This is an optimization exercise on Yosys and OpenROAD, whose aim is small area, not a production implementation. In this exercise RTL edits were held to simulation tests only and were not proved equivalent to the original. No activity file was given, so power comes from the tool's default toggle rates.

==> job 9325: inputs <==
// level
module level (
  input wire          clk,
  input wire          reset_i,
  output wire         sda_oe,
  output wire         sda_o,
  input  wire         sda_i,
  output wire         scl_oe,
  output wire         scl_o,
  input  wire         scl_i,
  output wire         error_led_o,
  output wire [8:0]   led_o
);
  wire        i2c_busy;
  wire        i2c_rxak;
  wire        i2c_arb_lost;
  wire        i2c_write_done;
  wire        i2c_data_out_valid;
  wire [4:0]  i2c_data_out;
  wire        i2c_req;
  wire        i2c_wr_phase;
  level_fsm level_inst (
    .clk_i (clk),
    .reset_i (~reset_i),
    .i2c_busy_i (i2c_busy),
    .i2c_rxak_i (i2c_rxak),
    .i2c_arb_lost_i (i2c_arb_lost),
    .i2c_write_done_i (i2c_write_done),
    .i2c_data_out_valid_i (i2c_data_out_valid),
    .i2c_data_out_i (i2c_data_out),
    .i2c_req_o (i2c_req),
    .i2c_wr_phase_o (i2c_wr_phase),
    .error_led_o (error_led_o),
    .led_o (led_o)
  );
  i2c_interface u_i2c_interface (
    .clk (clk),
    .rst (~reset_i),
    .mst_scl_in (scl_i),
    .mst_sda_in (sda_i),
    .mst_scl_out (scl_o),
    .mst_sda_out (sda_o),
    .mst_sda_oe (sda_oe),
    .mst_scl_oe (scl_oe),
    .mst_data_out (i2c_data_out),
    .i2c_busy (i2c_busy),
    .i2c_rxak (i2c_rxak),
    .i2c_arb_lost (i2c_arb_lost),
    .mst_req (i2c_req),
    .mst_wr_phase (i2c_wr_phase),
    .mst_write_done (i2c_write_done),
  ...
Settings: LEC_CHECK=0, ABC_AREA=1, CAP_MARGIN=20, CORE_MARGIN=2, CORE_UTILIZATION=40, SLEW_MARGIN=20; clock period 20.0 ns.
standard.sh (not shown) runs the stock make flow with config.mk's settings and CLKGATE_MAP_FILE= SYNTH_SCRIPT=/design/flow/synth_recipe.tcl, a recipe that flattens the netlist after the stock synthesis.
==> flow/flow/run.sh <==
#!/bin/bash
# Own layout flow: the standard ORFS flow (standard.sh), with
#  - synthesis mapping with an area-oriented ABC script (flow/abc_area.script:
#    fraig, then six rounds of dch and the &nf area-recovering mapper) in
#    place of ORFS's abc_area.script; the rest of the synthesis (registers
#    included) is the standard one,
#  - clock tree synthesis without dummy loads, with clkbuf_4 clusters,
#  - the port buffers made with buf_1.
# Each step's full output goes to a log file in this folder.
set -euo pipefail
W=$(pwd)
rm -rf "$W/scripts_abc"
cp -r "$FLOW_HOME/scripts" "$W/scripts_abc"
cp "$W/flow/abc_area.script" "$W/scripts_abc/abc_area.script"

bash standard.sh "SCRIPTS_DIR=$W/scripts_abc" synth > "$W/synth.log" 2>&1

CTS="-sink_clustering_enable -repair_clock_nets -dont_use_dummy_load"
CTS="$CTS -sink_clustering_size 25 -sink_clustering_max_diameter 60"
CTS="$CTS -buf_list sky130_fd_sc_hd__clkbuf_4"
bash standard.sh "CTS_ARGS=$CTS" "BUFFER_PORTS_ARGS=-buffer_cell sky130_fd_sc_hd__buf_1" finish > "$W/layout.log" 2>&1
==> flow/flow/abc_area.script <==
strash
&get -n
&fraig -x
&put
dc2
strash
&get -n
&dch -f
&nf -R 1000
&put
strash
dc2
&get -n
&dch -f
&nf -R 1000
&put
strash
dc2
&get -n
&dch -f
&nf -R 1000
&put
strash
dc2
&get -n
&dch -f
&nf -R 1000
&put
strash
dc2
&get -n
&dch -f
&nf -R 1000
&put
strash
dc2
&get -n
&dch -f
&nf -R 1000
&put
==> job 3874: changes against job 9325 <==
--- a/flow/design.v
+++ b/flow/design.v
@@ -8,43 +8,45 @@
   input wire          i2c_data_out_valid_i,
   input wire  [4:0]   i2c_data_out_i,
   output wire         i2c_req_o,
   output wire         i2c_wr_phase_o,
   output wire         error_led_o,
   output reg  [8:0]   led_o
 );
 localparam [3:0]
-  ENSURE_BUSY_1     = 4'd1,
-  ASSIGN_WRITE_2    = 4'd11,
-  ASSERT_WRITE_3    = 4'd5,
-  WAIT_FOR_BUSY_4   = 4'd7,
-  WAIT_FOR_DONE_5   = 4'd0,
-  VERIFY_6          = 4'd2,
-  ENSURE_BUSY_7     = 4'd3,
-  ASSIGN_WRITE_8    = 4'd13,
-  ASSERT_READ_9     = 4'd4,
-  WAIT_FOR_BUSY_10  = 4'd6,
-  WAIT_FOR_VALID_11 = 4'd8,
-  VERIFY_12         = 4'd14,
-  LED_OPERATION_13  = 4'd15,
-  ERROR             = 4'd12;
+  ENSURE_BUSY_1     = 4'd0,
+  ASSIGN_WRITE_2    = 4'd1,
+  ASSERT_WRITE_3    = 4'd2,
+  WAIT_FOR_BUSY_4   = 4'd3,
+  WAIT_FOR_DONE_5   = 4'd4,
+  VERIFY_6          = 4'd5,
+  ENSURE_BUSY_7     = 4'd6,
+  ASSIGN_WRITE_8    = 4'd7,
+  ASSERT_READ_9     = 4'd8,
+  WAIT_FOR_BUSY_10  = 4'd9,
+  WAIT_FOR_VALID_11 = 4'd10,
+  VERIFY_12         = 4'd11,
+  LED_OPERATION_13  = 4'd12,
+  ERROR             = 4'd13;
 reg [3:0] state;
 assign i2c_req_o      = state == ASSERT_WRITE_3 || state == ASSERT_READ_9;
 assign i2c_wr_phase_o = state == WAIT_FOR_BUSY_4 || state == WAIT_FOR_DONE_5;
 assign error_led_o = state == ERROR;
-reg  signed [4:0] led_c;
+reg  [4:0] led_c;
+wire [3:0] led_k = led_c[4:1];
+wire       led_e = ~led_c[0];
 integer m;
 always @(*)
   for (m = 0; m < 9; m = m + 1)
-    led_o[m] = (led_c >= 6 - 2 * m) && (led_c <= 8 - 2 * m);
+    led_o[m] = (led_k == m) || (led_e && led_k == m + 1);
 always @(posedge clk_i) begin
   if (reset_i) begin
     state <= ENSURE_BUSY_1;
-    led_c <= 5'sd15;
+    led_c <= 5'd31;
   end
   else begin
     case (state)
       ENSURE_BUSY_1:     if (!i2c_busy_i) state <= ASSIGN_WRITE_2;
       ASSIGN_WRITE_2:    state <= ASSERT_WRITE_3;
       ASSERT_WRITE_3:    state <= WAIT_FOR_BUSY_4;
       WAIT_FOR_BUSY_4:   if (i2c_busy_i) state <= WAIT_FOR_DONE_5;
       WAIT_FOR_DONE_5:   if (i2c_write_done_i) state <= VERIFY_6;
@@ -89,22 +91,22 @@
     WRITE_CMDBYTE0_ST = 4'h2,
     WRITE_DAT0_ST     = 4'h3,
     START_GEN1_ST     = 4'h4,
     WRITE_CMDBYTE1_ST = 4'h5,
     RESTART_ST        = 4'h6,
     WRITE_DAT2_ST     = 4'h7,
     STOP_GEN_ST       = 4'h8,
     DONE_ST           = 4'h9;
-  localparam [2:0] MB_00 = 3'd0, MB_D0 = 3'd1, MB_C0 = 3'd2, MB_F0 = 3'd5,
-                   MB_E4 = 3'd6, MB_E8 = 3'd7;
+  localparam [2:0] MB_00 = 3'b000, MB_D0 = 3'b001, MB_C0 = 3'b010, MB_F0 = 3'b101,
+                   MB_E4 = 3'b110, MB_E8 = 3'b111;
   reg [2:0] mbcr_c;
-  wire men = mbcr_c != MB_00;
-  wire mb5 = mbcr_c == MB_F0 || mbcr_c == MB_E4 || mbcr_c == MB_E8;
-  wire mb4 = mbcr_c == MB_D0 || mbcr_c == MB_F0;
+  wire men = |mbcr_c;
+  wire mb5 = mbcr_c[2];
+  wire mb4 = mbcr_c[0] & ~mbcr_c[1];
   wire mb3 = mbcr_c == MB_E8;
   wire mb2 = mbcr_c == MB_E4;
   reg  [3:0] current_st;
   reg  [3:0] next_st;
   reg  [7:0] MIDR;
   reg  [1:0] mbcr_write0;
   reg        xfer_complete1, xfer_complete2;
   reg  [1:0] uc_wr_st, uc_rd_data0;
@@ -186,17 +188,17 @@
   wire st_cmd0  = current_st == WRITE_CMDBYTE0_ST;
   wire st_cmd1  = current_st == WRITE_CMDBYTE1_ST;
   wire st_dat0  = current_st == WRITE_DAT0_ST;
   wire st_rest  = current_st == RESTART_ST;
   wire st_dat2  = current_st == WRITE_DAT2_ST;
   wire st_stop  = current_st == STOP_GEN_ST;
   assign mst_write_done = st_dat0 && mcf;
   assign mst_data_out_valid = i2c_read && st_stop && fall;
-  localparam [2:0] MI_00 = 3'd1, MI_D0 = 3'd0, MI_D1 = 3'd5, MI_6B = 3'd3, MI_3D = 3'd7;
+  localparam [2:0] MI_00 = 3'd0, MI_D0 = 3'd1, MI_D1 = 3'd2, MI_6B = 3'd3, MI_3D = 3'd4;
   reg [2:0] midr_c;
   always @(posedge clk)
     if (rst) midr_c <= MI_00;
     else if (wr_rd_p) midr_c <= MI_D0;
     else if (st_rest) midr_c <= MI_D1;
     else if (st_cmd0) midr_c <= MI_6B;
     else if (st_cmd1) midr_c <= MI_3D;
     else if (st_dat0) midr_c <= MI_00;
@@ -227,32 +229,29 @@
   always @(posedge clk)
     if (rst) begin
       xfer_complete1 <= 1'b0;
       xfer_complete2 <= 1'b0;
     end else begin
       xfer_complete1 <= mcf;
       xfer_complete2 <= xfer_complete1;
     end
-  localparam [1:0] UW_IDLE = 2'd0, UW_H1 = 2'd1, UW_H2 = 2'd2, UW_FELL = 2'd3;
   always @(posedge clk)
-    if (rst) uc_wr_st <= UW_IDLE;
-    else if ((st_cmd1 || st_sg0 || st_sg1) && !wr_rd_p && mcf) uc_wr_st <= UW_H1;
-    else if (st_dat0 && load_xfer) uc_wr_st <= UW_H1;
-    else if (uc_wr_st == UW_H1) uc_wr_st <= UW_H2;
-    else if (uc_wr_st == UW_H2) uc_wr_st <= UW_FELL;
-    else uc_wr_st <= UW_IDLE;
-  assign uc_wr_data = uc_wr_st == UW_H1 || uc_wr_st == UW_H2;
-  assign uc_wr_fall = uc_wr_st == UW_FELL;
+    if (rst) uc_wr_st <= 2'd0;
+    else if ((st_cmd1 || st_sg0 || st_sg1) && !wr_rd_p && mcf) uc_wr_st <= 2'd1;
+    else if (st_dat0 && load_xfer) uc_wr_st <= 2'd1;
+    else if (uc_wr_st != 2'd0) uc_wr_st <= uc_wr_st + 2'd1;
+  assign uc_wr_data = uc_wr_st == 2'd1 || uc_wr_st == 2'd2;
+  assign uc_wr_fall = uc_wr_st == 2'd3;
   always @(posedge clk)
     if (rst) uc_rd_data0 <= 2'b00;
     else if (st_dat2 && load_xfer) uc_rd_data0 <= 2'b11;
     else uc_rd_data0 <= {uc_rd_data0[0], 1'b0};
   always @(posedge clk)
-    if (rst) data_out0 <= 5'd0;
+    if (rst) data_out0 <= 5'd8;
     else if (st_dat2 && mcf) data_out0 <= MODR;
   assign mst_data_out = data_out0;
 endmodule
 module i2c_core (
   input            clk,
   input            men,
   input            msta_in,
   input            mtx,
@@ -269,24 +268,24 @@
   output reg       sda_out,
   output reg       scl_out,
   output reg       mcf,
   output reg       mbb,
   output reg       rxak
 );
   localparam integer T_HIGH = 30, T_LOW = 65, T_HD_START = 30, T_SU_START = 30,
                      T_HD_DATA = 15, T_SU_STOP = 30, T_BUF = 65;
-  localparam [2:0] ST_SCL_IDLE = 3'd6, ST_SCL_START = 3'd4, ST_SCL_LOW_EDGE = 3'd7,
-             ST_SCL_WAIT_uC = 3'd3, ST_SCL_LOW = 3'd0, ST_SCL_HIGH_EDGE = 3'd2,
-             ST_SCL_HIGH = 3'd5, ST_SCL_STOP_WAIT = 3'd1;
+  localparam [2:0] ST_SCL_IDLE = 3'd0, ST_SCL_START = 3'd1, ST_SCL_LOW_EDGE = 3'd2,
+             ST_SCL_WAIT_uC = 3'd3, ST_SCL_LOW = 3'd4, ST_SCL_HIGH_EDGE = 3'd5,
+             ST_SCL_HIGH = 3'd6, ST_SCL_STOP_WAIT = 3'd7;
   localparam [1:0] ST_SLV_SCL_IDLE = 2'd0, ST_SLV_SCL_HOLD_SDA = 2'd1,
              ST_SLV_SCL_WAIT_uC = 2'd2, ST_SLV_SCL_STOP_WAIT = 2'd3;
-  localparam [3:0] ST_I2C_IDLE = 4'd13, ST_I2C_HEADER = 4'd14, ST_I2C_ACK_HEADER = 4'd8,
-             ST_I2C_RCV_DATA = 4'd2, ST_I2C_ACK_DATA = 4'd15, ST_I2C_XMIT_DATA = 4'd12,
-             ST_I2C_WAIT_ACK = 4'd3, ST_I2C_STOP = 4'd9, ST_I2C_NONE = 4'd0;
+  localparam [3:0] ST_I2C_IDLE = 4'd0, ST_I2C_HEADER = 4'd1, ST_I2C_ACK_HEADER = 4'd2,
+             ST_I2C_RCV_DATA = 4'd3, ST_I2C_ACK_DATA = 4'd4, ST_I2C_XMIT_DATA = 4'd5,
+             ST_I2C_WAIT_ACK = 4'd6, ST_I2C_STOP = 4'd7, ST_I2C_NONE = 4'd8;
   localparam BYTE_CNT = 4'd7;
   localparam XFER_DONE = 4'd8;
   wire rst = ~men;
   reg  msta, mstaS0, mstaS1;
   reg  master;
   reg  genStart, genStart1, genStop;
   reg  detect_start_pulse;
   reg  mbcr_wr1, mbcr_wr2;
@@ -308,40 +307,47 @@
   wire i_ackd = i2c_state == ST_I2C_ACK_DATA;
   wire i_xmit = i2c_state == ST_I2C_XMIT_DATA;
   wire i_wack = i2c_state == ST_I2C_WAIT_ACK;
   wire i_stop = i2c_state == ST_I2C_STOP;
   reg  sdaOutNext, sdaOutMaster;
   reg  sdaOutSlave, sdaOutSlaveNext;
   reg  sclOutNext, sclOutSlave;
   reg  sdaIn_0, sdaIn_1, sdaIn_int, sclIn_0, sclIn_1, sclIn_int;
+  reg  [1:0] sda_spike_cnt, scl_spike_cnt;
   reg  sclIn_int_p1, sdaIn_int_p1, sda_next_p1;
   reg  [7:0] shiftReg;
   reg  wait_uc, wait_uc_next;
-  reg  sdaIn_2, sdaIn_3;
-  wire sda_cnt_limit = (sdaIn_2 ^ sda_next_p1) & (sdaIn_3 ^ sda_next_p1);
-  wire sda_next = sda_cnt_limit ? sdaIn_1 : sda_next_p1;
+  wire sda_next;
+  wire sda_clear_cnt = ~(sdaIn_1 ^ sda_next);
+  wire sda_cnt_limit = sda_spike_cnt[1];
+  assign sda_next = sda_cnt_limit ? sdaIn_1 : sda_next_p1;
   always @(posedge clk)
     if (rst) begin
-      sdaIn_0 <= 1'b1; sdaIn_1 <= 1'b1; sdaIn_2 <= 1'b1; sdaIn_3 <= 1'b1;
+      sdaIn_0 <= 1'b1; sdaIn_1 <= 1'b1;
+      sda_spike_cnt <= 2'd0;
       sdaIn_int <= 1'b1; sda_next_p1 <= 1'b1;
     end else begin
-      sdaIn_0 <= sda_in; sdaIn_1 <= sdaIn_0; sdaIn_2 <= sdaIn_1; sdaIn_3 <= sdaIn_2;
+      sdaIn_0 <= sda_in; sdaIn_1 <= sdaIn_0;
+      sda_spike_cnt <= sda_clear_cnt ? 2'd0 : sda_spike_cnt + 2'd1;
       sdaIn_int <= sda_next_p1;
       sda_next_p1 <= sda_next;
     end
-  reg  sclIn_2, sclIn_3;
-  wire scl_cnt_limit = (sclIn_2 ^ sclIn_int) & (sclIn_3 ^ sclIn_int);
-  wire scl_next = scl_cnt_limit ? sclIn_1 : sclIn_int;
+  wire scl_next;
+  wire scl_clear_cnt = ~(sclIn_1 ^ scl_next);
+  wire scl_cnt_limit = scl_spike_cnt[1];
+  assign scl_next = scl_cnt_limit ? sclIn_1 : sclIn_int;
   always @(posedge clk)
     if (rst) begin
-      sclIn_0 <= 1'b1; sclIn_1 <= 1'b1; sclIn_2 <= 1'b1; sclIn_3 <= 1'b1;
+      sclIn_0 <= 1'b1; sclIn_1 <= 1'b1;
+      scl_spike_cnt <= 2'd0;
       sclIn_int <= 1'b1;
     end else begin
-      sclIn_0 <= scl_in; sclIn_1 <= sclIn_0; sclIn_2 <= sclIn_1; sclIn_3 <= sclIn_2;
+      sclIn_0 <= scl_in; sclIn_1 <= sclIn_0;
+      scl_spike_cnt <= scl_clear_cnt ? 2'd0 : scl_spike_cnt + 2'd1;
       sclIn_int <= scl_next;
     end
   always @(posedge clk)
     if (rst) begin
       sclIn_int_p1 <= 1'b1;
       sdaIn_int_p1 <= 1'b1;
     end else begin
       sclIn_int_p1 <= sclIn_int;
@@ -643,21 +649,21 @@
       hbit <= sdaInData;
     end
   wire shiftRegEn = ((i_head && master) || i_rcv ||
                      i_xmit) && !rep_start;
   always @(posedge clk)
     if (rst) shiftReg <= 8'd0;
     else if ((~genStart1 && genStart) | uc_wr_fall) shiftReg <= MIDR;
     else if (shiftRegEn & sclNegedge) shiftReg <= {shiftReg[6:0], sdaInData};
-  wire pos_over = ~shiftReg[7] & (shiftReg[6:3] != 4'b0000);
-  wire neg_over = shiftReg[7] & (shiftReg[6:3] != 4'b1111);
-  wire [4:0] shiftCode = pos_over ? 5'b00111 : neg_over ? 5'b10111 : shiftReg[4:0];
+  wire signed [7:0] shiftRegS = shiftReg;
+  wire [4:0] shiftCode = (shiftRegS >= 8'sd7) ? 5'd1 :
+                         (shiftRegS <= -8'sd9) ? 5'd17 : 5'd8 - shiftReg[4:0];
   always @(posedge clk)
-    if (rst) MODR <= 5'd0;
+    if (rst) MODR <= 5'd8;
     else if (i_ackd || i_wack) MODR <= shiftCode;
   always @(posedge clk)
     if (rst || (mscl_state == ST_SCL_IDLE)) arb_lost <= 1'b0;
     else if (master && ~arb_lost && sclPosedge &&
              (i_idle || i_head ||
               i_xmit || i_ackd))
       arb_lost <= (sda_out != sdaIn_int);
   always @(posedge clk)
--- a/flow/flow/run.sh
+++ b/flow/flow/run.sh
@@ -1,14 +1,14 @@
 #!/bin/bash
 # Own layout flow: the standard ORFS flow (standard.sh), with
 #  - synthesis mapping with an area-oriented ABC script (flow/abc_area.script:
-#    fraig, then six rounds of dch and the &nf area-recovering mapper) in
-#    place of ORFS's abc_area.script; the rest of the synthesis (registers
-#    included) is the standard one,
+#    fraig, dc2, dch and the &nf area-recovering mapper) in place of ORFS's
+#    abc_area.script; the rest of the synthesis (registers included) is the
+#    standard one,
 #  - clock tree synthesis without dummy loads, with clkbuf_4 clusters,
 #  - the port buffers made with buf_1.
 # Each step's full output goes to a log file in this folder.
 set -euo pipefail
 W=$(pwd)
 rm -rf "$W/scripts_abc"
 cp -r "$FLOW_HOME/scripts" "$W/scripts_abc"
 cp "$W/flow/abc_area.script" "$W/scripts_abc/abc_area.script"
==> flow/flow/abc_area.script (replaced) <==
strash
&get -n
&fraig -x
&put
dc2
strash
&get -n
&dch -f
&nf -R 1000
&put
==> job 7831: changes against job 9325 <==
--- a/flow/design.v
+++ b/flow/design.v
@@ -89,22 +89,22 @@
     WRITE_CMDBYTE0_ST = 4'h2,
     WRITE_DAT0_ST     = 4'h3,
     START_GEN1_ST     = 4'h4,
     WRITE_CMDBYTE1_ST = 4'h5,
     RESTART_ST        = 4'h6,
     WRITE_DAT2_ST     = 4'h7,
     STOP_GEN_ST       = 4'h8,
     DONE_ST           = 4'h9;
-  localparam [2:0] MB_00 = 3'd0, MB_D0 = 3'd1, MB_C0 = 3'd2, MB_F0 = 3'd5,
-                   MB_E4 = 3'd6, MB_E8 = 3'd7;
+  localparam [2:0] MB_00 = 3'b000, MB_D0 = 3'b001, MB_C0 = 3'b010, MB_F0 = 3'b101,
+                   MB_E4 = 3'b110, MB_E8 = 3'b111;
   reg [2:0] mbcr_c;
-  wire men = mbcr_c != MB_00;
-  wire mb5 = mbcr_c == MB_F0 || mbcr_c == MB_E4 || mbcr_c == MB_E8;
-  wire mb4 = mbcr_c == MB_D0 || mbcr_c == MB_F0;
+  wire men = |mbcr_c;
+  wire mb5 = mbcr_c[2];
+  wire mb4 = mbcr_c[0] & ~mbcr_c[1];
   wire mb3 = mbcr_c == MB_E8;
   wire mb2 = mbcr_c == MB_E4;
   reg  [3:0] current_st;
   reg  [3:0] next_st;
   reg  [7:0] MIDR;
   reg  [1:0] mbcr_write0;
   reg        xfer_complete1, xfer_complete2;
   reg  [1:0] uc_wr_st, uc_rd_data0;
@@ -227,26 +227,23 @@
   always @(posedge clk)
     if (rst) begin
       xfer_complete1 <= 1'b0;
       xfer_complete2 <= 1'b0;
     end else begin
       xfer_complete1 <= mcf;
       xfer_complete2 <= xfer_complete1;
     end
-  localparam [1:0] UW_IDLE = 2'd0, UW_H1 = 2'd1, UW_H2 = 2'd2, UW_FELL = 2'd3;
   always @(posedge clk)
-    if (rst) uc_wr_st <= UW_IDLE;
-    else if ((st_cmd1 || st_sg0 || st_sg1) && !wr_rd_p && mcf) uc_wr_st <= UW_H1;
-    else if (st_dat0 && load_xfer) uc_wr_st <= UW_H1;
-    else if (uc_wr_st == UW_H1) uc_wr_st <= UW_H2;
-    else if (uc_wr_st == UW_H2) uc_wr_st <= UW_FELL;
-    else uc_wr_st <= UW_IDLE;
-  assign uc_wr_data = uc_wr_st == UW_H1 || uc_wr_st == UW_H2;
-  assign uc_wr_fall = uc_wr_st == UW_FELL;
+    if (rst) uc_wr_st <= 2'd0;
+    else if ((st_cmd1 || st_sg0 || st_sg1) && !wr_rd_p && mcf) uc_wr_st <= 2'd1;
+    else if (st_dat0 && load_xfer) uc_wr_st <= 2'd1;
+    else if (uc_wr_st != 2'd0) uc_wr_st <= uc_wr_st + 2'd1;
+  assign uc_wr_data = uc_wr_st == 2'd1 || uc_wr_st == 2'd2;
+  assign uc_wr_fall = uc_wr_st == 2'd3;
   always @(posedge clk)
     if (rst) uc_rd_data0 <= 2'b00;
     else if (st_dat2 && load_xfer) uc_rd_data0 <= 2'b11;
     else uc_rd_data0 <= {uc_rd_data0[0], 1'b0};
   always @(posedge clk)
     if (rst) data_out0 <= 5'd0;
     else if (st_dat2 && mcf) data_out0 <= MODR;
   assign mst_data_out = data_out0;
--- a/flow/flow/run.sh
+++ b/flow/flow/run.sh
@@ -1,12 +1,12 @@
 #!/bin/bash
 # Own layout flow: the standard ORFS flow (standard.sh), with
 #  - synthesis mapping with an area-oriented ABC script (flow/abc_area.script:
-#    fraig, then six rounds of dch and the &nf area-recovering mapper) in
+#    fraig, then three rounds of dch and the &nf area-recovering mapper) in
 #    place of ORFS's abc_area.script; the rest of the synthesis (registers
 #    included) is the standard one,
 #  - clock tree synthesis without dummy loads, with clkbuf_4 clusters,
 #  - the port buffers made with buf_1.
 # Each step's full output goes to a log file in this folder.
 set -euo pipefail
 W=$(pwd)
 rm -rf "$W/scripts_abc"
==> flow/flow/abc_area.script (replaced) <==
strash
&get -n
&fraig -x
&st
&dch -f
&nf -R 1000
&put
strash
&get -n
&dch -f
&nf -R 1000
&put
strash
&get -n
&dch -f
&nf -R 1000
&put
==> reports/results.txt <==
status -> finished clean
final hold slack -> 0.409 ns
multi-input gates -> 523
Detailed Route Iter0 Violations -> 512
reg2reg setup slack -> 17.54 ns
RePlAce Congestion -> 0.859
Peak VDD IR -> 0.0372 mV
comb pwr -> 0.0000470 W
Die H -> 119 um
That was job 7831.
==> reports/results.txt <==
status -> finished clean
final hold slack -> 0.414 ns
Detailed Route Iter0 Violations -> 414
RePlAce Congestion -> 0.879
comb pwr -> 0.0000419 W
reg2reg setup slack -> 17.38 ns
multi-input gates -> 543
Peak VDD IR -> 0.0374 mV
Die H -> 121 um
That was job 3874.
==> reports/results.txt <==
final hold slack -> 0.415 ns
synthesis-to-finish area growth -> 8.17%
clk root buf -> clkbuf_4
fin crit share -> 28.3%
largest net degree at the start of global routing -> 32
comb pwr -> 0.0000327 W
Detailed Route Iter0 Violations -> 299
min-delay src -> u_i2c_interface.u_core.sdaIn_0
RePlAce Congestion -> 0.914
clk cell area share -> 2.26%
Peak VDD IR -> 0.0392 mV
wire length on met2 -> 5510 um
Buf/Inv on CP -> 1
multi-input gates -> 485
status -> finished clean
Die H -> 118 um
Clk power -> 0.000111 W
largest registers -> u_i2c_interface.u_core.sclkCount (11), u_i2c_interface.u_core.shiftReg (8), u_i2c_interface.u_core.mclkCount (7)
That was job 9325.

afterwards: timing with drivers on the ports:
No port has a modelled driver above. Below, the same layouts with a new extraction and two added sets of constraints.
Step 1 assumes that a clkbuf_16 drives the clock port and a buf_2 every other input.
Step 2, shift: input delay + t, output delay - t, t = (earliest + latest rising clock arrival at the registers) / 2. This alone moves slack from input paths to output paths.
a / b / c = ideal / step 1 / step 2; a / b = the first two.
run | t, ns | slack for setup (ns) | hold slack, ns
job 9325 | 0.518 | 14.330 / 14.299 / 14.372 | 0.415 / 0.415 / 0.415
job 3874 | 0.544 | 14.465 / 14.427 / 14.226 | 0.414 / 0.414 / 0.414
job 7831 | 0.536 | 14.308 / 14.274 / 14.140 | 0.409 / 0.409 / 0.409
After both steps every run listed still meets setup and hold. The setup slack of job 3874, which loses most, moves by -0.038 ns with the drivers and by -0.239 ns with both steps.
